This is an optimization exercise on Yosys and OpenROAD, whose aim is small area, a short achievable clock period and few clock cycles, not a production implementation. Where RTL was checked, it was by simulation tests only, not by an equivalence proof against the original. No functional check of the RTL was part of runs 1 and 2. Power figures rest on the tool's default switching activity, not on a simulated workload.

File: design/flow/run.sh
#!/bin/bash
# synth_recipe.tcl (not shown) runs the flow's synth.tcl, then flattens the netlist and writes it again
# the make line also repeats each setting of config.mk as NAME=value (left out here)
make -C /OpenROAD-flow-scripts/flow DESIGN_CONFIG=/design/flow/config.mk WORK_HOME=/design/flow/orfs CLKGATE_MAP_FILE= SYNTH_SCRIPT=/design/flow/synth_recipe.tcl finish
File: design/flow/config.mk
export PLATFORM = sky130hd
export DESIGN_NAME = algo_3_final
export DESIGN_NICKNAME = algo_3_final
export VERILOG_FILES = /design/flow/design.v
export SDC_FILE = /design/flow/constraint.sdc
export NUM_CORES = 4
export LEC_CHECK = 0
export ABC_AREA = 1
export CAP_MARGIN = 20
export CORE_MARGIN = 2
export CORE_UTILIZATION = 40
export SETUP_SLACK_MARGIN = 3.4
export SLEW_MARGIN = 20
File: design/flow/constraint.sdc
create_clock -name core_clock -period 5.5 [get_ports {clk}]
set_input_delay 1.1000 -clock core_clock [delete_from_list [all_inputs] [get_ports {clk}]]
set_output_delay 1.1000 -clock core_clock [all_outputs]
set_load 0.01 [all_outputs]
File: design/flow/design.v
module algo_3_final (
    input  wire        clk,
    input  wire        reset,       
    input  wire        trigger,     
    input  wire        pix_valid,
    input  wire [7:0]  pix_data,
    output wire        pix_ready,
    input  wire [10:0] data_ram_i,
    output wire [10:0] data_ram_o,
    output wire [10:0] addr_ram,
    output wire        we,
    input  wire [13:0] data_ram_energia_i,
    output wire [13:0] data_ram_energia_o,
    output wire [10:0] addr_ram_energia,
    input  wire [5:0]  data_ram_cantidad_i,
    output wire [5:0]  data_ram_cantidad_o,
    output wire [10:0] addr_ram_cantidad,
    output wire        fin_signal
);
  localparam integer PIXELS  = 7081;
  localparam integer RING    = 99;     
  localparam integer DLY     = 92;     
  function [6:0] step7(input [6:0] x);
    step7 = {x[5:0], x[6] ^ x[5]};
  endfunction
  function gt11(input [10:0] a, input [10:0] b);
    reg [15:0] g0, l0;
    reg [7:0]  g1, l1;
    reg [3:0]  g2, l2;
    reg [1:0]  g3, l3;
    integer k;
    begin
      g0 = {5'd0, a} & ~{5'd0, b};
      l0 = ~{5'd0, a} & {5'd0, b};
      for (k = 0; k < 8; k = k + 1) begin
        g1[k] = g0[2*k+1] | (~l0[2*k+1] & g0[2*k]);
        l1[k] = l0[2*k+1] | (~g0[2*k+1] & l0[2*k]);
      end
      for (k = 0; k < 4; k = k + 1) begin
        g2[k] = g1[2*k+1] | (~l1[2*k+1] & g1[2*k]);
        l2[k] = l1[2*k+1] | (~g1[2*k+1] & l1[2*k]);
      end
      for (k = 0; k < 2; k = k + 1) begin
        g3[k] = g2[2*k+1] | (~l2[2*k+1] & g2[2*k]);
        l3[k] = l2[2*k+1] | (~g2[2*k+1] & l2[2*k]);
      end
      gt11 = g3[1] | (~l3[1] & g3[0]);
    end
  endfunction
  function [6:0] after7(input integer n);
    integer k;
    begin
      after7 = 7'd1;
      for (k = 0; k < n; k = k + 1) after7 = step7(after7);
    end
  endfunction
  localparam [6:0]  COL95  = after7(94);         
  localparam [6:0]  COL96  = after7(95);
  localparam [6:0]  COL97  = after7(96);
  localparam [6:0]  RINGE  = after7(RING - 1);   
  localparam [6:0]  WPTRE  = after7(DLY - 1);    
  localparam [6:0]  ROWL   = after7(PIXELS / 97 - 1);   
  reg  restart;
  always @(posedge clk) restart <= !reset || trigger;
  reg        fin, rdy, we_r;
  reg [6:0]  row;         
  reg        last1;       
  reg        done;        
  reg [7:0]  vb;          
  reg        vb_valid;
  reg [1:0]  st;          
  reg        fwr;         
  reg        clr;         
  reg [10:0] a_e;
  reg [13:0] d_e;
  reg [5:0]  d_c;
  reg [10:0] label_r;     
  reg [10:0] lab2;        
  reg        lab1z, lab2z;
  reg [10:0] R1;          
  reg        R1z;
  reg [10:0] PP;          
  reg        PPz;
  reg [10:0] M3;          
  reg        M3z;
  reg [10:0] q0, q1, q2;  
  reg        q0z, q1z, q2z;
  reg [3:0]  qn;          
  reg        cap, cap_ok;
  reg [6:0]  wptr;        
  reg        filled;
  reg [6:0]  col;         
  reg        mL;          
  reg        mURn;        
  reg [6:0]  ring;        
  reg        i1;          
  reg [10:0] nxt;         
  reg        wrapped;
  reg [11:0] cf;          
  assign pix_ready           = rdy && !restart;
  assign we                  = we_r;
  assign fin_signal          = fin && !restart;
  assign data_ram_o          = label_r;
  assign addr_ram            = {4'd0, wptr & {7{fwr}}};    
  assign addr_ram_energia    = a_e;
  assign addr_ram_cantidad   = a_e;
  assign data_ram_energia_o  = d_e;
  assign data_ram_cantidad_o = d_c;
  wire accept = pix_valid && rdy;    
  reg  can;               
  wire proc   = vb_valid && can;
  wire        vnz   = |vb;
  wire [10:0] lft   = i1 ? lab2 : label_r;
  wire        gt1   = gt11(label_r, M3);
  wire        gt2   = gt11(lab2, M3);
  wire        gt    = !mL && (i1 ? gt2 : gt1);
  wire        lftz  = mL | (i1 ? lab2z : lab1z);
  wire        allz  = lftz & M3z;
  wire        selmx = vnz & !allz;
  wire        selnx = vnz & allz;
  wire [10:0] lab   = (selmx & gt) ? lft :
                      selmx ? M3 : (selnx ? nxt : 11'd0);
  wire        labz  = !vnz | (allz & (nxt == 11'd0));
  wire        op_new = vnz & allz & !wrapped;
  wire        op_rmw = vnz & !labz & !op_new;
  wire        p_new  = proc & op_new;
  wire        p_rmw  = proc & op_rmw;
  wire        alloc  = proc & vnz & allz;
  wire [10:0] sm  = mURn ? 11'd0 : q0;
  wire        smz = mURn | q0z;
  wire [10:0] m3n = gt11(sm, PP) ? sm : PP;
  wire        m3z = PPz & smz;
  wire [10:0] r1m = mURn ? 11'd0 : R1;
  wire        r1mz = mURn | R1z;
  wire [10:0] ppn = gt11(q0, r1m) ? q0 : r1m;
  wire        ppz = r1mz & q0z;
  wire [10:0] din  = cap_ok ? data_ram_i : 11'd0;
  wire        dinz = (din == 11'd0);
  wire        eqr   = (cf == {1'b0, nxt});
  wire [1:0]  st_n  = p_rmw ? 2'd1 : (st == 2'd1) ? 2'd2 : (st == 2'd2) ? 2'd3 : 2'd0;
  wire        cfinc = clr | (alloc & eqr);
  wire [11:0] cf_p1 = cf + 12'd1;
  wire [11:0] cf_n  = cfinc ? cf_p1 : cf;
  wire        cfd_n = cf[11] | (&cf[10:0] & cfinc);    
  wire        fin_n = fin | (done && (st == 2'd0 || st == 2'd3) && cfd_n);
  wire        we_n  = !fin_n && (st_n != 2'd1);
  wire        lab_n = p_new | p_rmw;              
  wire        lbr_n = (st == 2'd2);               
  wire        fwr_n = (proc & !op_rmw) | (st == 2'd1);
  wire        vbv_n = accept | (vb_valid & !proc);
  wire        vbz_n = accept ? (pix_data == 8'd0) : (vb == 8'd0);
  wire        can_n = (st_n == 2'd0) || (st_n == 2'd3) || (st_n == 2'd2 && vbz_n);
  wire        last1_n = last1 | (proc && row == ROWL && col == COL96);
  wire        done_n  = done | (proc && last1);
  wire        open_n  = !(done_n || (last1_n && vbv_n));
  wire        clr_n = we_n & !lab_n & !lbr_n & (st_n != 2'd2) & !cfd_n;
  always @(posedge clk) begin
    if (restart) begin
      fin <= 1'b0; rdy <= 1'b1;
      row <= 7'd1; last1 <= 1'b0; done <= 1'b0;
      vb_valid <= 1'b0;
      st <= 2'd0; fwr <= 1'b0; clr <= 1'b0;
      R1 <= 11'd0; R1z <= 1'b1; PP <= 11'd0; PPz <= 1'b1; M3 <= 11'd0; M3z <= 1'b1;
      q0 <= 11'd0; q1 <= 11'd0; q2 <= 11'd0; q0z <= 1'b1; q1z <= 1'b1; q2z <= 1'b1;
      qn <= 4'b1000; cap <= 1'b0; can <= 1'b1;
      wptr <= 7'd1; filled <= 1'b0;
      col <= 7'd1; mL <= 1'b1; mURn <= 1'b0;
      ring <= 7'd1; i1 <= 1'b1;
      nxt <= 11'd1; wrapped <= 1'b0; cf <= 12'd1;
    end else begin
      vb_valid <= vbv_n;
      last1    <= last1_n;
      done     <= done_n;
      rdy      <= open_n && (!vbv_n || can_n);
      fin      <= fin_n;
      st       <= st_n;
      cf       <= cf_n;
      clr      <= clr_n;
      fwr <= fwr_n;
      if (fwr) begin
        if (wptr == WPTRE) begin wptr <= 7'd1; filled <= 1'b1; end
        else wptr <= step7(wptr);
      end
      cap <= fwr;
      can <= can_n;
      if (cap && !proc) qn <= {qn[2:0], 1'b0};
      if (proc && !cap) qn <= {1'b0, qn[3:1]};
      if (proc) begin
        q0 <= q1; q0z <= q1z;
        q1 <= q2; q1z <= q2z;
      end
      if (cap) begin
        if (proc ? qn[1] : qn[0]) begin q0 <= din; q0z <= dinz; end
        if (proc ? qn[2] : qn[1]) begin q1 <= din; q1z <= dinz; end
        if (proc ? qn[3] : qn[2]) begin q2 <= din; q2z <= dinz; end
      end
      if (proc) begin
        R1 <= q0; R1z <= q0z;
        PP <= ppn; PPz <= ppz;
        M3 <= m3n; M3z <= m3z;
        col  <= (col == COL97) ? 7'd1 : step7(col);
        if (col == COL97) row <= step7(row);
        mL   <= (col == COL97);
        mURn <= (col == COL95);
        ring <= (ring == RINGE) ? 7'd1 : step7(ring);
        i1   <= (ring == RINGE);
        if (alloc) begin
          nxt <= nxt + 11'd1;
          if (nxt == 11'd2047) wrapped <= 1'b1;
        end
      end
    end
  end
  always @(posedge clk) begin
    if (accept) vb <= pix_data;
    we_r   <= we_n;
    cap_ok <= filled;
    a_e    <= lab_n ? lab : (lbr_n ? label_r : cf_n[10:0]);
    if (lab_n) begin
      d_e <= {6'd0, vb};
      d_c <= 6'd1;
    end else if (st == 2'd2) begin
      d_e <= data_ram_energia_i + d_e;
      d_c <= data_ram_cantidad_i + 6'd1;
    end else if (st != 2'd1) begin
      d_e <= 14'd0;
      d_c <= 6'd0;
    end
    if (proc) begin
      label_r <= lab; lab1z <= labz;
      lab2 <= label_r; lab2z <= lab1z;
    end
  end
endmodule
==> results of run 1 <==
## worst register-to-register path, delay by kind of cell (launching register included)
kind,cells,cell delay [ns]
buffers and inverters,3,0.17
flip-flops,1,0.38
adder cells (fa/ha/maj),1,0.19
AND/OR/NAND/NOR,10,1.06
AO/OA/AOI/OAI,1,0.13
## power groups by stage
stage / Sequential (mW) / Combinational [mW] / Clock (mW)
after floorplan: 1.63 / 0.126 / 0
after global placement: 1.63 / 0.200 / 0
after detailed placement: 1.63 / 0.201 / 0
after CTS: 1.59 / 0.223 / 1.64
after global routing: 1.59 / 0.280 / 1.70
final: 1.59 / 0.256 / 1.60
## cell families (layout without fill, tap and decap cells)
| family | Yosys count | in the layout | share of synthesized area [%] |
|---|---|---|---|
| XOR/XNOR | 25 | 25 | 2.01 |
| flip-flops | 209 | 209 | 42.0 |
| multiplexers | 2 | 2 | 0.184 |
| AO/OA/AOI/OAI | 341 | 341 | 16.7 |
| AND/OR/NAND/NOR | 673 | 674 | 26.7 |
| buffers and inverters | 255 | 423 | 9.63 |
| other | 1 | 4 | 0.0344 |
| adder cells (fa/ha/maj) | 23 | 23 | 2.71 |
## metrics by stage
step | instance area, sq um | worst slack (ns) | hold WS, ns | cells
floorplan | 11000 | 2.97 | 0.331 | 1532
global placement | 12200 | 2.36 | 0.397 | 1906
detailed placement | 12200 | 2.38 | 0.388 | 1906
CTS | 13400 | 3.12 | 0.402 | 2000
global route | 14100 | 3.09 | 0.404 | 2042
finish | 14100 | 3.15 | 0.388 | 2042
## worst max-delay path by stage
stage                                      end  slack, ns  cells after the start
after floorplan               d_e[6]$_DFFE_PP_       2.97                      9
after global placement    d_e[10]$_SDFFE_PP0P_       2.36                     10
after detailed placement  d_e[10]$_SDFFE_PP0P_       2.38                     10
after CTS                          addr_ram[5]       3.12                      4
after global routing               addr_ram[5]       3.09                      4
final                              addr_ram[5]       3.15                      4
## cell usage in the layout, fill, tap and decap left out, drive strengths merged, types with 25 or more instances in the layout
cell type | Yosys | final
dfxtp | 169 | 169
a21oi | 159 | 159
nor2 | 108 | 108
clkdlybuf4s50 | 0 | 30
inv | 174 | 175
clkbuf | 37 | 38
nand4 | 25 | 25
nand3 | 115 | 116
o21ai | 133 | 133
edfxtp | 40 | 40
buf | 42 | 158
nand2 | 376 | 376
## cell type report
type / count / area share (%)
inverters: 176 / 4.87
flip-flops and latches: 209 / 32.8
repair buffers: 202 / 12.3
repair inverters: 1 / 0.0619
clock buffers: 36 / 4.86
multi-input cells: 1069 / 41.4
well taps: 341 / 3.02
clock inverters: 8 / 0.717
## routing by layer
metal	GRT usage [%]	vias up	share of wire [%]
li1	-	5387	-
met2	33.4	297	46
met1	27.3	4721	46
met3	2.69	51	5.1
met4	6.47	0	2.8
met5	0	-	0
## repair_timing
| item | CTS | global route |
|---|---|---|
| setup endpoints to repair | 223 | 147 |
| setup buffers | 48 | 40 |
| resized for setup | 374 | 111 |
| cloned | 2 | 2 |
| pin swaps | 21 | 46 |
==> summary.txt, run 1 <==
Clock network
  • Hold Buf Count CTS: 0
  • Clock Tree Buf Depth: 3
  • Clock H-tree levels: 1
  • CTS tree: yes
  • Clock Pin Slew Worst Setup and Hold Paths: 0.06 ns
  • Root Buffer: clkbuf_16
  • Clock Sinks: 209
  • Total CTS buffers: 25
  • Worst skew pair latency: 0.54 ns

GRT
  • Total global routing overflow: 0
  • Initial antenna violation count: 0
  • Pin count of the biggest net entering global routing: 80
  • Vias in the first global route: 9402
  • Total Routing Usage GR: 20.1%
  • First-pass GRT wire length: 47800 um

Pwr
  • Overall Power: 3.45 mW
  • Internal power: 2.65 mW
  • Sequential power share: 46.2%
  • Leakage power: 5.98 nW
  • Max VDD drop: 0.000292 V
  • Net switching power: 0.800 mW
  • Part of the power in the clock network: 46.4%
  • Switching Share: 23.2%
  • Power density cells: 244 nW/um^2
  • Combinational share of power: 7.4%

STA
  • Layout Skew: 0.0107 ns
  • Final min period: 2.35 ns
  • Setup violators final: 0
  • Slew Viols, Final: 0
  • Max Freq: 0.425 GHz
  • RSZ-0062 raised after global routing: true
  • Slew at the pin closest to its max-slew limit: 0.603 ns
  • Final Hold Viols: 0
  • Period utilisation layout: 42.8%
  • Setup tns final: 0 ns
  • Relative slew slack: 59.8%

Logic synthesis
  • Post-synthesis register bit count: 209
  • Cells after synthesis: 1529
  • Top cell type's share of synthesized area: 31.0%
  • Synth cell types: 52
  • Yosys top cell by area: dfxtp_1
  • Sequential area share after synthesis: 42.0%
  • Ys Warns: 1
  • Async SR Flop Fraction: 0%
  • Largest cells by area after synthesis: dfxtp_1, nand2_1, edfxtp_1, a21oi_1, o21ai_0
  • Synth Area per Inst: 7.13 sq um
  • Main flop type after synthesis: dfxtp_1
  • Count leader, synth: nand2_1
  • Post-synth EDFFs: 40
  • Post-synth top cells: nand2_1, dfxtp_1, inv_1
  • Mapped Area: 10900 sq um

Layout
  • # nets final: 1750
  • Post-layout util: 52.6%
  • Largest Register: d_e
  • Seq. cell area: 4640 sq um
  • Area taken by multi-input logic gates: 5860 sq um
  • Max FFs per register: 14
  • Antenna cells: 0
  • Layout filler cell count: 2578
  • Area added between synthesis and finish: 29.7%
  • Share of cells above drive strength 1: 21.2%
  • Largest registers: d_e: 14 flops, cf: 12 flops

Critical path
  • Most common cell on crit path: buf_6
  • Top delay family on crit path: flip-flops
  • Reg2Reg Setup Slack: 3.44 ns
  • Critical R2R Launch: vb[5]$_DFFE_PP_
  • Worst setup path start: fwr$_SDFF_PP0_
  • Slowest CP cell: dfxtp_4
  • CP required: 4.40 ns
  • Worst path buffer plus inverter count: 3
  • FF-to-FF End: rdy$_SDFF_PP1_
  • CP Launch Type: flop
  • Path depth of the worst reg2reg path: 15
  • Cell Chain, Critical Path: buf_6, nand2_4, inv_2, buf_6
  • WS Path Type: reg -> out
  • Nature of the critical path endpoint: primary output
  • CP arrival: 1.25 ns
  • Worst Path Max Fanout: 8
  • Critical Path Max Stage Delay: 0.41 ns

Hold path
  • Hold_sp: filled$_SDFFE_PP0P_
  • Hold worst-path end: cap_ok$_DFF_P_
  • Worst hold stages: 0
  • HP Class: reg -> reg

Routing
  • Routed len/inst: 14.8 um
  • Drt pass-1 iters: 6
  • Initial drt markers: 1054
  • Vias: 10500
  • Vias/cell: 5.12
  • DRC Markers: 0
  • Drt total wl: 30200 um
  • Antenna Nets Post-Route: 0

Flow run
  • Maxcap violations: 0

Place
  • Post-DP HPWL: 19800 um
  • Port-buffer cells: 105
  • GP Congestion: 0.910

Die
  • Die ar.: 28600 sq um
  • Row cnt: 60
  • Top-level I/O count: 110
  • Initial Utilization: 40.6%
  • Die Y: 169 um
  • Die X: 169 um
  • CORE AREA: 26900 sq um

Outcome
  • Run status: timing/DRC/antenna clean
==> run 2, diff against run 1 <==
--- a/design/flow/config.mk
+++ b/design/flow/config.mk
@@ -10,4 +10,4 @@
 export CORE_MARGIN = 2
 export CORE_UTILIZATION = 40
-export SETUP_SLACK_MARGIN = 3.4
+export SETUP_SLACK_MARGIN = 3.25
 export SLEW_MARGIN = 20
==> summary.txt, run 2 <==
Outcome
  • Run status: timing/DRC/antenna clean

Layout
  • Most frequent cells in the layout: nand2_1, dfxtp_1, inv_1, a21oi_1, o21ai_0
  • Area added between synthesis and finish: 25.6%
  • # nets final: 1715 (-2.0%)
  • Largest registers: d_e: 14 flops, cf: 12 flops
  • Final instance area: 13700 sq um (-3.1%)
  • Non-Filler Instances: 2009 (-1.6%)
  • Largest Register: d_e
  • Antenna cells: 0 (unchanged)
  • Layout filler cell count: 2661 (+3.2%)
  • Share of cells above drive strength 1: 14.9% (-6.3 points)
  • Commonest non-fill, non-tap cell in the layout: nand2_1
  • Max FFs per register: 14 (unchanged)

Pwr
  • Part of the power in the clock network: 47.5% (+1.1 points)
  • Leakage power: 5.77 nW (-3.5%)
  • Max VDD drop: 0.000311 V (+6.7%)
  • Combinational share of power: 6.8% (-0.6 points)
  • Power density cells: 254 nW/um^2 (+4.2%)
  • Overall Power: 3.48 mW (+0.93%)
  • Sequential power share: 45.7% (-0.5 points)
  • Net switching power: 0.816 mW (+2.1%)
  • Switching Share: 23.4% (+0.27 points)
  • Internal power: 2.67 mW (+0.58%)

GRT
  • First-pass GRT wire length: 46600 um (-2.4%)
  • Vias in the first global route: 9219 (-1.9%)
  • Initial antenna violation count: 0 (unchanged)
  • Pin count of the biggest net entering global routing: 80 (unchanged)
  • Total global routing overflow: 0 (unchanged)
  • Total Routing Usage GR: 19.8% (-0.30 points)

Critical path
  • CP Launch Type: flop
  • WS Path Type: reg -> out
  • Nature of the critical path endpoint: primary output
  • Cell Chain, Critical Path: buf_6, nand2_4, inv_2, buf_6
  • Worst Path Max Fanout: 7 (-1)
  • Most common cell on crit path: buf_6
  • Critical Path Max Stage Delay: 0.37 ns (-0.04 ns)
  • Top delay family on crit path: flip-flops
  • Slowest CP cell: dfxtp_4
  • CP required: 4.40 ns (about the same)
  • Worst path buffer plus inverter count: 3 (unchanged)
  • CP arrival: 1.22 ns (-0.03 ns)

Logic synthesis
  • Yosys top cell by area: dfxtp_1
  • Main flop type after synthesis: dfxtp_1
  • Largest cells by area after synthesis: dfxtp_1, nand2_1, edfxtp_1, a21oi_1, o21ai_0
  • Ys Warns: 1 (unchanged)
  • Top cell type's share of synthesized area: 31.0% (unchanged)
  • Synth Area per Inst: 7.13 sq um (unchanged)
  • Mapped Area: 10900 sq um (unchanged)
  • Post-synthesis register bit count: 209 (unchanged)
  • Async SR Flop Fraction: 0% (unchanged)
  • Synth cell types: 52 (unchanged)
  • Post-synth EDFFs: 40 (unchanged)
  • Post-synth top cells: nand2_1, dfxtp_1, inv_1
  • Sequential area share after synthesis: 42.0% (unchanged)
  • Count leader, synth: nand2_1
  • Cells after synthesis: 1529 (unchanged)

STA
  • Setup violators final: 0 (unchanged)
  • Final min period: 2.32 ns (-0.0308 ns)
  • Setup tns final: 0 ns (unchanged)
  • Layout Skew: 0.0109 ns (+0.000232 ns)
  • Slew at the pin closest to its max-slew limit: 0.621 ns (+0.0185 ns)
  • Final hold slack: 0.372 ns (-0.0160 ns)
  • Slew Viols, Final: 0 (unchanged)
  • Period utilisation layout: 42.2% (-0.56 points)
  • Relative slew slack: 58.6% (-1.2 points)
  • RSZ-0062 raised after global routing: true
  • Max Freq: 0.431 GHz (+1.3%)
  • Final Hold Viols: 0 (unchanged)

Die
  • Die ar.: 28600 sq um (unchanged)
  • Row cnt: 60 (unchanged)
  • Top-level I/O count: 110 (unchanged)
  • CORE AREA: 26900 sq um (unchanged)
  • Die Y: 169 um (unchanged)
  • Die X: 169 um (unchanged)
  • Initial Utilization: 40.6% (unchanged)

Routing
  • Initial drt markers: 877 (-17%)
  • Antenna Nets Post-Route: 0 (unchanged)
  • Vias/cell: 5.14 (+0.35%)
  • Vias: 10300 (-1.3%)
  • DRC Markers: 0 (unchanged)
  • Drt total wl: 30000 um (-0.78%)
  • Drt pass-1 iters: 7 (+1)
  • Routed len/inst: 14.9 um (+0.85%)

Clock network
  • Worst skew pair latency: 0.53 ns (about the same)
  • Hold Buf Count CTS: 0 (unchanged)
  • Clock Sinks: 209 (unchanged)
  • Clock Pin Slew Worst Setup and Hold Paths: 0.06 ns (about the same)
  • Clock H-tree levels: 1 (unchanged)
  • Root Buffer: clkbuf_16
  • Clock Tree Buf Depth: 3 (unchanged)
  • CTS tree: yes
  • Total CTS buffers: 25 (unchanged)

Flow run
  • Maxcap violations: 0 (unchanged)

Place
  • GP Congestion: 0.889 (-2.3%)
  • Port-buffer cells: 105 (unchanged)
  • Post-DP HPWL: 19800 um (about the same)
  • Post-Place Cells: 1904 (-0.10%)
  • Placed Area: 12100 sq um (-0.23%)

Hold path
  • HP Class: reg -> reg
## run 2: repair_timing
action                                  in CTS  in global routing
pin swaps                                   17                 28
buffers inserted                            39                 16
endpoints found under the setup margin     189                155
gates resized for setup                    223                 92
cloned                                       0                  4
## run 2: cell families (layout without fill, tap and decap cells)
kind of cell             Yosys count  count (layout)  synth area share [%]
adder cells (fa/ha/maj)           23              23                  2.71
multiplexers                       2               2                 0.184
AND/OR/NAND/NOR                  673             675                  26.7
buffers and inverters            255             389                  9.63
AO/OA/AOI/OAI                    341             341                  16.7
other                              1               4                0.0344
XOR/XNOR                          25              25                  2.01
flip-flops                       209             209                  42.0
## run 2: cell type report
class,instances,area (sq um),area share (%)
Multi-Input combinational cell,1070,5720,41.7
Sequential cell,209,4610,33.7
Timing Repair Buffer,165,1420,10.4
Clock buffer,35,703,5.13
Inverter,176,684,5.00
Tap cell,341,427,3.11
Clock inverter,11,121,0.886
Timing Repair inverter,2,15.0,0.110
## run 2: routing by layer
metal	part of all wire [%]	routed length [um]	GRT usage, %	vias to the layer above
met1	45	13600	26.3	4688
met5	0	0	0	-
met3	4.6	1380	2.55	58
li1	-	-	-	5308
met2	47	14100	33.9	269
met4	2.8	843	5.91	0
## run 2: final timing paths
path | start | end | slack [ns] | depth (start not counted)
worst min-delay path | filled$_SDFFE_PP0P_ | cap_ok$_DFF_P_ | 0.37 | 0
worst max-delay path | fwr$_SDFF_PP0_ | addr_ram[0] | 3.18 | 4
worst min register to register | filled$_SDFFE_PP0P_ | cap_ok$_DFF_P_ | 0.37 | 0
worst max register to register | vb[5]$_DFFE_PP_ | rdy$_SDFF_PP1_ | 3.22 | 15
## run 2: metrics by stage
| stage | utilization (%) | setup WS (ns) |
|---|---|---|
| 6_report | 51.0 | 3.18 |
| 2_1_floorplan | - | 2.97 |
| 5_1_grt | 51.0 | 3.11 |
| 3_3_place_gp | 45.2 | 2.35 |
| 4_1_cts | 49.4 | 3.07 |
| 3_5_place_dp | 45.2 | 2.37 |
## run 2: power groups by stage
stage	logic (mW)	registers, mW	clock network (mW)
3_5_place_dp	0.200	1.63	0
6_report	0.236	1.59	1.65
2_1_floorplan	0.125	1.63	0
3_3_place_gp	0.199	1.63	0
5_1_grt	0.258	1.59	1.75
4_1_cts	0.217	1.59	1.69
==> run 3, diff against run 2 <==
--- a/design/flow/design.v
+++ b/design/flow/design.v
@@ -61,6 +61,7 @@
   localparam [6:0]  WPTRE  = after7(DLY - 1);    
   localparam [6:0]  ROWL   = after7(PIXELS / 97 - 1);   
+  wire rst_in = !reset || trigger;
   reg  restart;
-  always @(posedge clk) restart <= !reset || trigger;
+  always @(posedge clk) restart <= rst_in;
   reg        fin, rdy, we_r;
   reg [6:0]  row;         
@@ -88,4 +89,5 @@
   reg [3:0]  qn;          
   reg        cap, cap_ok;
+  reg [6:0]  a_f;         
   reg [6:0]  wptr;        
   reg        filled;
@@ -98,9 +100,9 @@
   reg        wrapped;
   reg [11:0] cf;          
-  assign pix_ready           = rdy && !restart;
+  assign pix_ready           = rdy;
   assign we                  = we_r;
-  assign fin_signal          = fin && !restart;
+  assign fin_signal          = fin;
   assign data_ram_o          = label_r;
-  assign addr_ram            = {4'd0, wptr & {7{fwr}}};    
+  assign addr_ram            = {4'd0, a_f};    
   assign addr_ram_energia    = a_e;
   assign addr_ram_cantidad   = a_e;
@@ -137,4 +139,5 @@
   wire [10:0] din  = cap_ok ? data_ram_i : 11'd0;
   wire        dinz = (din == 11'd0);
+  wire [6:0]  wptr_n = !fwr ? wptr : (wptr == WPTRE) ? 7'd1 : step7(wptr);
   wire        eqr   = (cf == {1'b0, nxt});
   wire [1:0]  st_n  = p_rmw ? 2'd1 : (st == 2'd1) ? 2'd2 : (st == 2'd2) ? 2'd3 : 2'd0;
@@ -157,5 +160,5 @@
   always @(posedge clk) begin
     if (restart) begin
-      fin <= 1'b0; rdy <= 1'b1;
+      fin <= 1'b0; rdy <= !rst_in;
       row <= 7'd1; last1 <= 1'b0; done <= 1'b0;
       vb_valid <= 1'b0;
@@ -172,14 +175,12 @@
       last1    <= last1_n;
       done     <= done_n;
-      rdy      <= open_n && (!vbv_n || can_n);
-      fin      <= fin_n;
+      rdy      <= !rst_in && open_n && (!vbv_n || can_n);
+      fin      <= !rst_in && fin_n;
       st       <= st_n;
       cf       <= cf_n;
       clr      <= clr_n;
       fwr <= fwr_n;
-      if (fwr) begin
-        if (wptr == WPTRE) begin wptr <= 7'd1; filled <= 1'b1; end
-        else wptr <= step7(wptr);
-      end
+      wptr <= wptr_n;
+      if (fwr && wptr == WPTRE) filled <= 1'b1;
       cap <= fwr;
       can <= can_n;
@@ -216,4 +217,5 @@
     we_r   <= we_n;
     cap_ok <= filled;
+    a_f    <= fwr_n ? wptr_n : 7'd0;
     a_e    <= lab_n ? lab : (lbr_n ? label_r : cf_n[10:0]);
     if (lab_n) begin
--- a/design/flow/config.mk
+++ b/design/flow/config.mk
@@ -10,4 +10,4 @@
 export CORE_MARGIN = 2
 export CORE_UTILIZATION = 40
-export SETUP_SLACK_MARGIN = 3.25
+export SETUP_SLACK_MARGIN = 3.4
 export SLEW_MARGIN = 20
==> summary.txt, run 3 <==
GRT
  • First-pass GRT wire length: 47300 um (+1.6%)
  • Pin count of the biggest net entering global routing: 83 (+3.8%)
  • Vias in the first global route: 9627 (+4.4%)
  • Initial antenna violation count: 0 (unchanged)
  • Total Routing Usage GR: 19.9% (+0.030 points)
  • Total global routing overflow: 0 (unchanged)

Outcome
  • Run status: timing/DRC/antenna clean

Logic synthesis
  • Sequential area share after synthesis: 42.9% (+0.84 points)
  • Count leader, synth: nand2_1
  • Synth cell types: 52 (unchanged)
  • Top cell type's share of synthesized area: 32.0% (+0.95 points)
  • Largest family of logic cells by synthesized area: simple AND/OR/NAND/NOR gates
  • Compound-Gate Fraction of Synth Area: 16.8% (+0.15 points)
  • Post-synthesis register bit count: 216 (+3.3%)
  • Cells after synthesis: 1536 (+0.46%)
  • Synth Area per Inst: 7.17 sq um (+0.58%)
  • Post-synth top cells: nand2_1, dfxtp_1, inv_1
  • Post-synthesis adder-cell area fraction: 2.68% (-0.028 points)
  • Simple-Gate Fraction of Synth Area: 26.2% (-0.53 points)
  • Ys Warns: 1 (unchanged)
  • Largest cells by area after synthesis: dfxtp_1, nand2_1, edfxtp_1, a21oi_1, o21ai_0
  • Multiplexer share of the synthesized area: 0.182% (-0.0019 points)
  • Mapped Area: 11000 sq um (+1.0%)
  • Post-synth EDFFs: 40 (unchanged)
  • Async SR Flop Fraction: 0% (unchanged)
  • Post-Synth XOR/XNOR Area: 1.83% (-0.18 points)
  • Yosys top cell by area: dfxtp_1
  • Main flop type after synthesis: dfxtp_1

STA
  • Slew Viols, Final: 0 (unchanged)
  • Final min period: 2.24 ns (-0.0809 ns)
  • Max Freq: 0.446 GHz (+3.6%)
  • Layout Skew: 0.0175 ns (+0.00656 ns)
  • Setup violators final: 0 (unchanged)
  • Setup tns final: 0 ns (unchanged)
  • Period utilisation layout: 40.7% (-1.5 points)
  • RSZ-0062 raised after global routing: true
  • Slew at the pin closest to its max-slew limit: 0.567 ns (-0.0546 ns)
  • Final Hold Viols: 0 (unchanged)
  • Relative slew slack: 62.2% (+3.6 points)

Critical path
  • FF-to-FF End: rdy$_DFF_P_
  • CP Launch Type: flop
  • CP required: 4.40 ns (about the same)
  • Critical R2R Launch: nxt[1]$_SDFFE_PP0P_
  • Reg2Reg Setup Slack: 3.42 ns (+0.20 ns)
  • Top delay family on crit path: flip-flops
  • Slowest CP cell: edfxtp_1
  • WS Path Type: reg -> out
  • Cell Chain, Critical Path: buf_2
  • Path depth of the worst reg2reg path: 16 (+1)
  • Worst path buffer plus inverter count: 1 (-2)
  • Nature of the critical path endpoint: primary output
  • Critical Path Max Stage Delay: 0.45 ns (+0.08 ns)
  • Worst Path Max Fanout: 2 (-5)
  • CP arrival: 1.14 ns (-0.08 ns)

Layout
  • Layout filler cell count: 2594 (-2.5%)
  • Share of cells above drive strength 1: 19.8% (+4.9 points)
  • Area added between synthesis and finish: 27.6%
  • Largest registers: d_e: 14 flops, cf: 12 flops
  • Most frequent cells in the layout: nand2_1, inv_1, dfxtp_1, a21oi_1, o21ai_0
  • Antenna cells: 0 (unchanged)
  • Max FFs per register: 14 (unchanged)
  • Largest Register: d_e
  • Final instance area: 14100 sq um (+2.6%)
  • Commonest non-fill, non-tap cell in the layout: nand2_1
  • # nets final: 1744 (+1.7%)

Routing
  • Routed len/inst: 14.9 um (-0.32%)
  • DRC Markers: 0 (unchanged)
  • Initial drt markers: 893 (+1.8%)
  • Drt total wl: 30200 um (+0.87%)
  • Vias/cell: 5.20 (+1.3%)
  • Vias: 10600 (+2.5%)
  • Drt pass-1 iters: 5 (-2)
  • Antenna Nets Post-Route: 0 (unchanged)

Die
  • Die X: 170 um (+0.51%)
  • Die ar.: 28900 sq um (+1.0%)
  • Initial Utilization: 40.8% (+0.20 points)
  • Row cnt: 60 (unchanged)
  • CORE AREA: 27000 sq um (+0.56%)
  • Die Y: 170 um (+0.51%)
  • Top-level I/O count: 110 (unchanged)

Place
  • Port-buffer cells: 105 (unchanged)
  • Placed Area: 12300 sq um (+1.1%)
  • GP Congestion: 0.848 (-4.6%)
  • Post-DP HPWL: 19700 um (-0.63%)

Clock network
  • Hold Buf Count CTS: 0 (unchanged)
  • Total CTS buffers: 24 (-4.0%)
  • Clock Sinks: 216 (+3.3%)
  • Clock Pin Slew Worst Setup and Hold Paths: 0.06 ns (about the same)
  • CTS tree: yes
  • Root Buffer: clkbuf_16
  • Clock Tree Buf Depth: 3 (unchanged)
  • Worst skew pair latency: 0.53 ns (about the same)
  • Clock H-tree levels: 1 (unchanged)

Hold path
  • Hold_sp: filled$_SDFFE_PP0P_
  • Hold worst-path end: cap_ok$_DFF_P_
  • HP Class: reg -> reg
  • Worst hold stages: 0 (unchanged)

Pwr
  • Max VDD drop: 0.000210 V (-32%)
  • Power density cells: 235 nW/um^2 (-7.4%)
  • Leakage power: 5.87 nW (+1.7%)

Flow run
  • Maxcap violations: 0 (unchanged)
## run 3: timing repair
action	in CTS	in global routing
buffers inserted	47	30
gates resized for setup	368	118
endpoints found under the setup margin	220	172
pin swaps	33	53
gates cloned	2	1
## run 3: area by class of cell
class                           instances  area [sq um]  area share (%)
Inverter                              173           684            4.87
Timing Repair inverter                  2          13.8          0.0979
Clock buffer                           34           668            4.75
Tap cell                              341           427            3.03
Timing Repair Buffer                  189          1510            10.8
Multi-Input combinational cell       1072          5920            42.1
Clock inverter                          6          65.1           0.463
Sequential cell                       216          4770            33.9
## run 3: through the flow
step / util (%) / hold WS, ns / worst slack, ns / power (mW) / std cells
global route: 52.0 / 0.373 / 3.20 / 3.43 / 2033
detailed placement: 45.4 / 0.354 / 2.34 / 1.80 / 1913
global placement: 45.4 / 0.358 / 2.34 / 1.80 / 1913
finish: 52.0 / 0.366 / 3.26 / 3.31 / 2033
floorplan: - / 0.331 / 2.95 / 1.74 / 1539
CTS: 49.6 / 0.362 / 3.23 / 3.33 / 2002
## run 3: worst max path at each step
stage,from,end,slack [ns],cells past startpoint
detailed placement,data_ram_energia_i[0],d_e[6]$_DFFE_PP_,2.34,9
finish,label_r[4]$_DFFE_PN_,data_ram_o[4],3.26,1
global placement,data_ram_energia_i[0],d_e[8]$_SDFFE_PP0P_,2.34,10
floorplan,data_ram_energia_i[0],d_e[6]$_DFFE_PP_,2.95,8
global route,pix_valid,rdy$_DFF_P_,3.20,8
CTS,label_r[4]$_DFFE_PN_,data_ram_o[4],3.23,1
## run 3: kinds of logic after synthesis
family,Yosys count
and+or+nand+nor,670
AOI/OAI and AO/OA,349
buffers and inverters,252
DFF,216
adders and majority gates,23
xor gates and xnor gates,23
muxes,2
other,1
## run 3: routing by layer
layer	global-route usage [%]	part of all wire (%)	up-vias	wire (um)
met1	26.8	46	4868	13700
met4	5.46	2.4	0	719
met5	0	0	-	0
li1	-	-	5374	-
met2	33.3	47	284	14100
met3	2.72	5.4	52	1630
## run 3: worst reg2reg max path: stages, from the launching register on
cell and delay (ns):
dfxtp_2 0.32, inv_2 0.07, ha_4 0.13, nand2_2 0.05, nor3_2 0.11, nand3_1 0.15, o21ai_4 0.20, inv_2 0.06
nand3_2 0.08, inv_2 0.04, or2_4 0.24, inv_4 0.06, ha_4 0.20, inv_4 0.05, nand2_2 0.04, a21boi_1 0.12
nor3_1 0.05
## run 3: where the power goes
part	total, mW	leakage [nW]	switching (mW)	internal, mW
clock network	1.52	0.360	0.631	0.887
logic	0.168	3.70	0.0959	0.0717
registers	1.62	1.81	0.00638	1.62
Testbench counts of run 3, summed over its fixed seeds: cycles 171,814.
==> run 4, diff against run 3 <==
--- a/design/flow/config.mk
+++ b/design/flow/config.mk
@@ -10,4 +10,4 @@
 export CORE_MARGIN = 2
 export CORE_UTILIZATION = 40
-export SETUP_SLACK_MARGIN = 3.4
+export SETUP_SLACK_MARGIN = 3.2
 export SLEW_MARGIN = 20
==> summary.txt, run 4 <==
Logic synthesis
  • Top cell type's share of synthesized area: 32.0% (unchanged)
  • Post-synth EDFFs: 40 (unchanged)
  • Ys Warns: 1 (unchanged)
  • Synth Area per Inst: 7.17 sq um (unchanged)
  • Async SR Flop Fraction: 0% (unchanged)
  • Sequential area share after synthesis: 42.9% (unchanged)
  • Main flop type after synthesis: dfxtp_1
  • Largest cells by area after synthesis: dfxtp_1, nand2_1, edfxtp_1, a21oi_1, o21ai_0
  • Post-synthesis register bit count: 216 (unchanged)
  • Synth cell types: 52 (unchanged)
  • Count leader, synth: nand2_1
  • Mapped Area: 11000 sq um (unchanged)
  • Yosys top cell by area: dfxtp_1
  • Cells after synthesis: 1536 (unchanged)
  • Post-synth top cells: nand2_1, dfxtp_1, inv_1

Clock network
  • Worst skew pair latency: 0.54 ns (about the same)
  • Total CTS buffers: 25 (+4.2%)
  • Root Buffer: clkbuf_16
  • Clock H-tree levels: 1 (unchanged)
  • CTS tree: yes
  • Clock Sinks: 216 (unchanged)
  • Clock Pin Slew Worst Setup and Hold Paths: 0.06 ns (about the same)
  • Clock Tree Buf Depth: 3 (unchanged)

GRT
  • Vias in the first global route: 9502 (-1.3%)
  • Total global routing overflow: 0 (unchanged)
  • Total Routing Usage GR: 19.4% (-0.42 points)
  • Pin count of the biggest net entering global routing: 99 (+19%)
  • First-pass GRT wire length: 46700 um (-1.4%)
  • Initial antenna violation count: 0 (unchanged)

Critical path
  • Slowest CP cell: dfxtp_1
  • CP arrival: 1.20 ns (+0.06 ns)
  • Top delay family on crit path: flip-flops
  • Critical Path Max Stage Delay: 0.41 ns (-0.04 ns)
  • Reg2Reg Setup Slack: 3.30 ns (-0.12 ns)
  • Cell Chain, Critical Path: clkdlybuf4s15_1
  • Nature of the critical path endpoint: primary output
  • CP Launch Type: flop
  • FF-to-FF End: rdy$_DFF_P_
  • CP required: 4.40 ns (about the same)
  • Path depth of the worst reg2reg path: 16 (unchanged)
  • Worst Path Max Fanout: 3 (+1)
  • WS Path Type: reg -> out
  • Critical R2R Launch: nxt[0]$_SDFFE_PP1P_
  • Worst path buffer plus inverter count: 1 (unchanged)

Layout
  • Layout filler cell count: 2724 (+5.0%)
  • Commonest non-fill, non-tap cell in the layout: nand2_1
  • Non-Filler Instances: 1998 (-1.7%)
  • Most frequent cells in the layout: nand2_1, dfxtp_1, inv_1, a21oi_1, o21ai_0
  • Largest registers: d_e: 14 flops, cf: 12 flops
  • Max FFs per register: 14 (unchanged)
  • Share of cells above drive strength 1: 11.2% (-8.6 points)
  • # nets final: 1705 (-2.2%)
  • Antenna cells: 0 (unchanged)
  • Largest Register: d_e
  • Area added between synthesis and finish: 22.6%

Hold path
  • Worst hold stages: 0 (unchanged)
  • HP Class: reg -> reg
  • Hold worst-path end: cap_ok$_DFF_P_
  • Hold_sp: filled$_SDFFE_PP0P_

STA
  • Layout Skew: 0.0162 ns (-0.00131 ns)
  • Period utilisation layout: 41.9% (+1.2 points)
  • RSZ-0062 raised after global routing: true
  • Setup violators final: 0 (unchanged)
  • Slew Viols, Final: 0 (unchanged)
  • Slew at the pin closest to its max-slew limit: 0.926 ns (+0.359 ns)
  • Setup tns final: 0 ns (unchanged)
  • Final Hold Viols: 0 (unchanged)
  • Max Freq: 0.434 GHz (-2.8%)
  • Relative slew slack: 38.3% (-24 points)
  • Final min period: 2.30 ns (+0.0639 ns)

Routing
  • Routed len/inst: 14.3 um (-4.0%)
  • Vias/cell: 5.16 (-0.81%)
  • Vias: 10300 (-2.5%)
  • Initial drt markers: 804 (-10%)
  • Antenna Nets Post-Route: 0 (unchanged)
  • Drt pass-1 iters: 5 (unchanged)
  • DRC Markers: 0 (unchanged)
  • Drt total wl: 28500 um (-5.6%)

Flow run
  • Maxcap violations: 0 (unchanged)

Pwr
  • Leakage power: 5.72 nW (-2.5%)
  • Max VDD drop: 0.000212 V (+0.55%)
  • Power density cells: 254 nW/um^2 (+8.1%)
  • Overall Power: 3.44 mW (+3.9%)

Die
  • Initial Utilization: 40.8% (unchanged)
  • Die X: 170 um (unchanged)
  • Die ar.: 28900 sq um (unchanged)
  • Die Y: 170 um (unchanged)
  • Top-level I/O count: 110 (unchanged)
  • CORE AREA: 27000 sq um (unchanged)
  • Row cnt: 60 (unchanged)

Place
  • GP Congestion: 0.864 (+1.9%)
  • Post-DP HPWL: 19300 um (-2.0%)
  • Port-buffer cells: 105 (unchanged)
  • Post-Place Cells: 1913 (unchanged)

Outcome
  • Run status: timing/DRC/antenna clean
## run 4: kinds of logic after synthesis
logic type               Yosys count  share of synthesized area (%)
AND/OR/NAND/NOR                  670                           26.2
AO/OA/AOI/OAI                    349                           16.8
buffers and inverters            252                           9.38
flip-flops                       216                           42.9
adder cells (fa/ha/maj)           23                           2.68
XOR/XNOR                          23                           1.83
multiplexers                       2                          0.182
other                              1                         0.0340
## run 4: what timing repair did
action,in CTS,in global routing
hold buffers,0,0
resized for setup,152,59
cloned,0,1
setup endpoints to repair,172,106
buffers inserted,31,8
pin swaps,20,19
## run 4: worst max path at each step
stage                                      from               endpoint  cells past startpoint
after CTS                 data_ram_energia_i[2]       d_e[7]$_DFFE_PP_                      7
after detailed placement        i1$_SDFFE_PP1N_       d_e[0]$_DFFE_PP_                     10
after global routing        d_e[9]$_SDFFE_PP0P_  data_ram_energia_o[9]                      1
after global placement    data_ram_energia_i[0]    d_e[8]$_SDFFE_PP0P_                     10
final                       d_e[9]$_SDFFE_PP0P_  data_ram_energia_o[9]                      1
after floorplan           data_ram_energia_i[0]       d_e[6]$_DFFE_PP_                      8
## run 4: layout make-up
| class | count | area, sq um | share of cell area [%] |
|---|---|---|---|
| multi-input cells | 1072 | 5590 | 41.4 |
| flip-flops and latches | 216 | 4740 | 35.1 |
| repair buffers | 151 | 1270 | 9.39 |
| clock buffers | 36 | 707 | 5.23 |
| inverters | 173 | 662 | 4.90 |
| well taps | 341 | 427 | 3.16 |
| clock inverters | 9 | 116 | 0.862 |
## run 4: layer usage
layer	wire length (um)	share of wire, %	global-route usage [%]
met5	0	0	0
met4	731	2.6	5.80
met2	13000	46	32.1
met1	13300	47	26.5
met3	1440	5.0	2.77
## run 4: through the flow
step	instance area [sq um]	util (%)	hold slack, ns	setup slack (ns)
after global placement	12300	45.4	0.356	2.34
final	13500	50.0	0.365	3.20
after CTS	13300	49.3	0.366	3.17
after detailed placement	12300	45.4	0.347	2.34
after floorplan	11100	-	0.331	2.95
after global routing	13500	50.0	0.376	3.16
## run 4: power breakdown
part / switching [mW] / leakage, nW / internal [mW]
clock network: 0.671 / 0.409 / 0.993
logic: 0.0843 / 3.52 / 0.0632
registers: 0.00618 / 1.80 / 1.62
==> run 5, diff against run 4 <==
--- a/design/flow/config.mk
+++ b/design/flow/config.mk
@@ -10,4 +10,4 @@
 export CORE_MARGIN = 2
 export CORE_UTILIZATION = 40
-export SETUP_SLACK_MARGIN = 3.2
+export SETUP_SLACK_MARGIN = 3.3
 export SLEW_MARGIN = 20
==> summary.txt, run 5 <==
GRT
  • Pin count of the biggest net entering global routing: 101 (+2.0%)
  • Total global routing overflow: 0 (unchanged)
  • Initial antenna violation count: 0 (unchanged)
  • Total Routing Usage GR: 19.4% (-0.049 points)
  • First-pass GRT wire length: 46500 um (-0.40%)
  • Vias in the first global route: 9404 (-1.0%)

Critical path
  • Worst Path Max Fanout: 2 (-1)
  • WS Path Type: reg -> out
  • Worst setup path start: label_r[3]$_DFFE_PN_
  • Top delay family on crit path: flip-flops
  • Path depth of the worst reg2reg path: 15 (-1)
  • CP Launch Type: flop
  • Critical R2R Launch: vb[3]$_DFFE_PP_
  • FF-to-FF End: rdy$_DFF_P_
  • Stages on worst setup path: 1 (unchanged)
  • Nature of the critical path endpoint: primary output
  • CP required: 4.40 ns (about the same)
  • CP arrival: 1.14 ns (-0.06 ns)
  • Slowest CP cell: edfxtp_1
  • Critical Path Max Stage Delay: 0.44 ns (+0.03 ns)
  • Cell Chain, Critical Path: buf_2
  • Worst Setup EP: data_ram_o[3]
  • Reg2Reg Setup Slack: 3.31 ns (about the same)
  • Worst path buffer plus inverter count: 1 (unchanged)

Layout
  • Final instance area: 13600 sq um (+0.74%)
  • Commonest non-fill, non-tap cell in the layout: nand2_1
  • Share of cells above drive strength 1: 15.7% (+4.6 points)
  • # nets final: 1715 (+0.59%)
  • Area added between synthesis and finish: 23.5%
  • Most frequent cells in the layout: nand2_1, dfxtp_1, inv_1, a21oi_1, o21ai_0
  • Area taken by multi-input logic gates: 5680 sq um (+1.7%)
  • Antenna cells: 0 (unchanged)
  • Post-layout util: 50.3% (+0.37 points)
  • Layout filler cell count: 2632 (-3.4%)
  • Largest Register: d_e
  • Seq. cell area: 4750 sq um (+0.34%)
  • Largest registers: d_e: 14 flops, cf: 12 flops
  • Max FFs per register: 14 (unchanged)

STA
  • RSZ-0062 raised after global routing: true
  • Slew Viols, Final: 0 (unchanged)
  • Slew at the pin closest to its max-slew limit: 0.932 ns (+0.00614 ns)
  • Period utilisation layout: 40.7% (-1.2 points)
  • Final Hold Viols: 0 (unchanged)
  • Setup violators final: 0 (unchanged)
  • Max Freq: 0.447 GHz (+2.9%)
  • Relative slew slack: 37.8% (-0.41 points)
  • Final hold slack: 0.370 ns (+0.00439 ns)
  • Layout Skew: 0.00988 ns (-0.00632 ns)
  • Final min period: 2.24 ns (-0.0660 ns)
  • Setup tns final: 0 ns (unchanged)

Clock network
  • Clock Pin Slew Worst Setup and Hold Paths: 0.06 ns (about the same)
  • Clock Sinks: 216 (unchanged)
  • Total CTS buffers: 24 (-4.0%)
  • Worst skew pair latency: 0.53 ns (about the same)
  • CTS tree: yes
  • Root Buffer: clkbuf_16
  • Clock H-tree levels: 1 (unchanged)
  • Clock Tree Buf Depth: 3 (unchanged)

Routing
  • Drt total wl: 29000 um (+1.7%)
  • Initial drt markers: 777 (-3.4%)
  • Antenna Nets Post-Route: 0 (unchanged)
  • DRC Markers: 0 (unchanged)
  • Vias/cell: 5.15 (-0.13%)
  • Drt pass-1 iters: 5 (unchanged)
  • Vias: 10300 (+0.27%)
  • Routed len/inst: 14.5 um (+1.3%)

Logic synthesis
  • Synth cell types: 52 (unchanged)
  • Sequential area share after synthesis: 42.9% (unchanged)
  • Post-synth EDFFs: 40 (unchanged)
  • Count leader, synth: nand2_1
  • Post-synthesis adder-cell area fraction: 2.68% (unchanged)
  • Post-synth top cells: nand2_1, dfxtp_1, inv_1
  • Yosys top cell by area: dfxtp_1
  • Mapped Area: 11000 sq um (unchanged)
  • Post-synthesis register bit count: 216 (unchanged)
  • Largest cells by area after synthesis: dfxtp_1, nand2_1, edfxtp_1, a21oi_1, o21ai_0
  • Async SR Flop Fraction: 0% (unchanged)
  • Multiplexer share of the synthesized area: 0.182% (unchanged)
  • Simple-Gate Fraction of Synth Area: 26.2% (unchanged)
  • Synth Area per Inst: 7.17 sq um (unchanged)
  • Cells after synthesis: 1536 (unchanged)
  • Largest family of logic cells by synthesized area: simple AND/OR/NAND/NOR gates
  • Ys Warns: 1 (unchanged)
  • Main flop type after synthesis: dfxtp_1
  • Compound-Gate Fraction of Synth Area: 16.8% (unchanged)
  • Top cell type's share of synthesized area: 32.0% (unchanged)
  • Post-Synth XOR/XNOR Area: 1.83% (unchanged)

Pwr
  • Power density cells: 247 nW/um^2 (-3.0%)
  • Max VDD drop: 0.000207 V (-2.1%)
  • Leakage power: 5.68 nW (-0.80%)
  • Overall Power: 3.36 mW (-2.3%)

Die
  • Die X: 170 um (unchanged)
  • Initial Utilization: 40.8% (unchanged)
  • Top-level I/O count: 110 (unchanged)
  • Die ar.: 28900 sq um (unchanged)
  • Die Y: 170 um (unchanged)
  • Row cnt: 60 (unchanged)
  • CORE AREA: 27000 sq um (unchanged)

Place
  • Post-DP HPWL: 19500 um (+0.89%)
  • GP Congestion: 0.855 (-1.1%)
  • Port-buffer cells: 105 (unchanged)
  • Placed Area: 12300 sq um (unchanged)

Hold path
  • HP Class: reg -> reg

Flow run
  • Maxcap violations: 0 (unchanged)

Outcome
  • Run status: timing/DRC/antenna clean
## run 5: cell types whose count changed in the layout (fill, tap and decap cells not counted), moves of 6 or more
cell             previous run  this run
dfxtp_2                     3        13
buf_2                      14        37
buf_4                      43        53
dfxtp_1                   171       160
clkdlybuf4s15_2             0        14
clkbuf_2                    6        12
clkdlybuf4s15_1             6         0
dlygate4sd2_1              43         8
## run 5: where the power goes
part / switching [mW] / total (mW) / internal (mW)
clock network: 0.647 / 1.58 / 0.931
registers: 0.00661 / 1.62 / 1.62
logic: 0.0876 / 0.153 / 0.0659
total: 0.741 / 3.36 / 2.61
## run 5: how the worst min path moves through the flow
stage,start,to,slack (ns),cells past startpoint
6_report,filled$_SDFFE_PP0P_,cap_ok$_DFF_P_,0.37,0
5_1_grt,filled$_SDFFE_PP0P_,cap_ok$_DFF_P_,0.38,0
4_1_cts,filled$_SDFFE_PP0P_,cap_ok$_DFF_P_,0.37,0
3_5_place_dp,filled$_SDFFE_PP0P_,cap_ok$_DFF_P_,0.36,0
3_3_place_gp,filled$_SDFFE_PP0P_,cap_ok$_DFF_P_,0.36,0
2_1_floorplan,filled$_SDFFE_PP0P_,cap_ok$_DFF_P_,0.33,0
## run 5: routing by layer
| layer | GRT usage, % | wire (um) | part of all wire, % |
|---|---|---|---|
| met5 | 0 | 0 | 0 |
| met4 | 6.06 | 807 | 2.8 |
| met3 | 2.81 | 1400 | 4.8 |
| met2 | 31.9 | 13400 | 46 |
| met1 | 26.4 | 13400 | 46 |
## run 5: final cells by class
cell class              count  area share, %
clock buffers              35           5.17
inverters                 173           4.92
clock inverters             7          0.515
flip-flops and latches    216           34.9
well taps                 341           3.14
multi-input cells        1072           41.8
repair buffers            162           9.56
## run 5: repair_timing
action                                  CTS  global route
cloned                                    0             2
buffers inserted                         37            12
hold buffers                              0             0
gates resized for setup                 284            71
pin swaps                                26            20
endpoints found under the setup margin  252           180
## run 5: cells by family (layout without fill, tap and decap cells)
group / Yosys count / after routing
adders and majority gates: 23 / 23
xor gates and xnor gates: 23 / 23
and+or+nand+nor: 670 / 671
muxes: 2 / 2
DFF: 216 / 216
buffers and inverters: 252 / 377
AOI/OAI and AO/OA: 349 / 349
other: 1 / 4
## run 5: through the flow
stage | setup WS, ns | cells
after detailed placement | 2.30 | 1913
after CTS | 3.23 | 1992
after global routing | 3.16 | 2006
after floorplan | 2.95 | 1539
final | 3.26 | 2006
after global placement | 2.34 | 1913

afterwards: timing with drivers on the ports:
How much do the figures lean on ideal ports? The routed layouts below were timed once more, with nothing changed but the port constraints.
Step 1 assumes that a clkbuf_16 drives the clock port and a buf_2 every other input.
Step 2 adds t to the input delays and takes it off the output delays; t is the mean of the earliest and latest rising clock arrival at the registers after step 1. Input paths then give back, and output paths get back, about the clock's delay inside the block.
Three values: ideal, step 1, step 2; two values: the first two.
| run | t (ns) | setup slack, ns | worst setup path after step 2 | pins driven straight from the clock port |
|---|---|---|---|---|
| run 1 | 0.580 | 3.148 / 3.098 / 2.836 | input to register | 1 |
| run 2 | 0.569 | 3.178 / 3.132 / 2.763 | input to register | 1 |
| run 3 | 0.568 | 3.259 / 3.211 / 2.767 | input to register | 1 |
| run 4 | 0.577 | 3.195 / 3.149 / 2.684 | input to register | 1 |
| run 5 | 0.568 | 3.261 / 3.214 / 2.780 | input to register | 1 |
After both steps setup and hold are still met in every run listed. The setup slack of run 4, which loses most, moves by -0.046 ns with the drivers and by -0.511 ns with both steps.
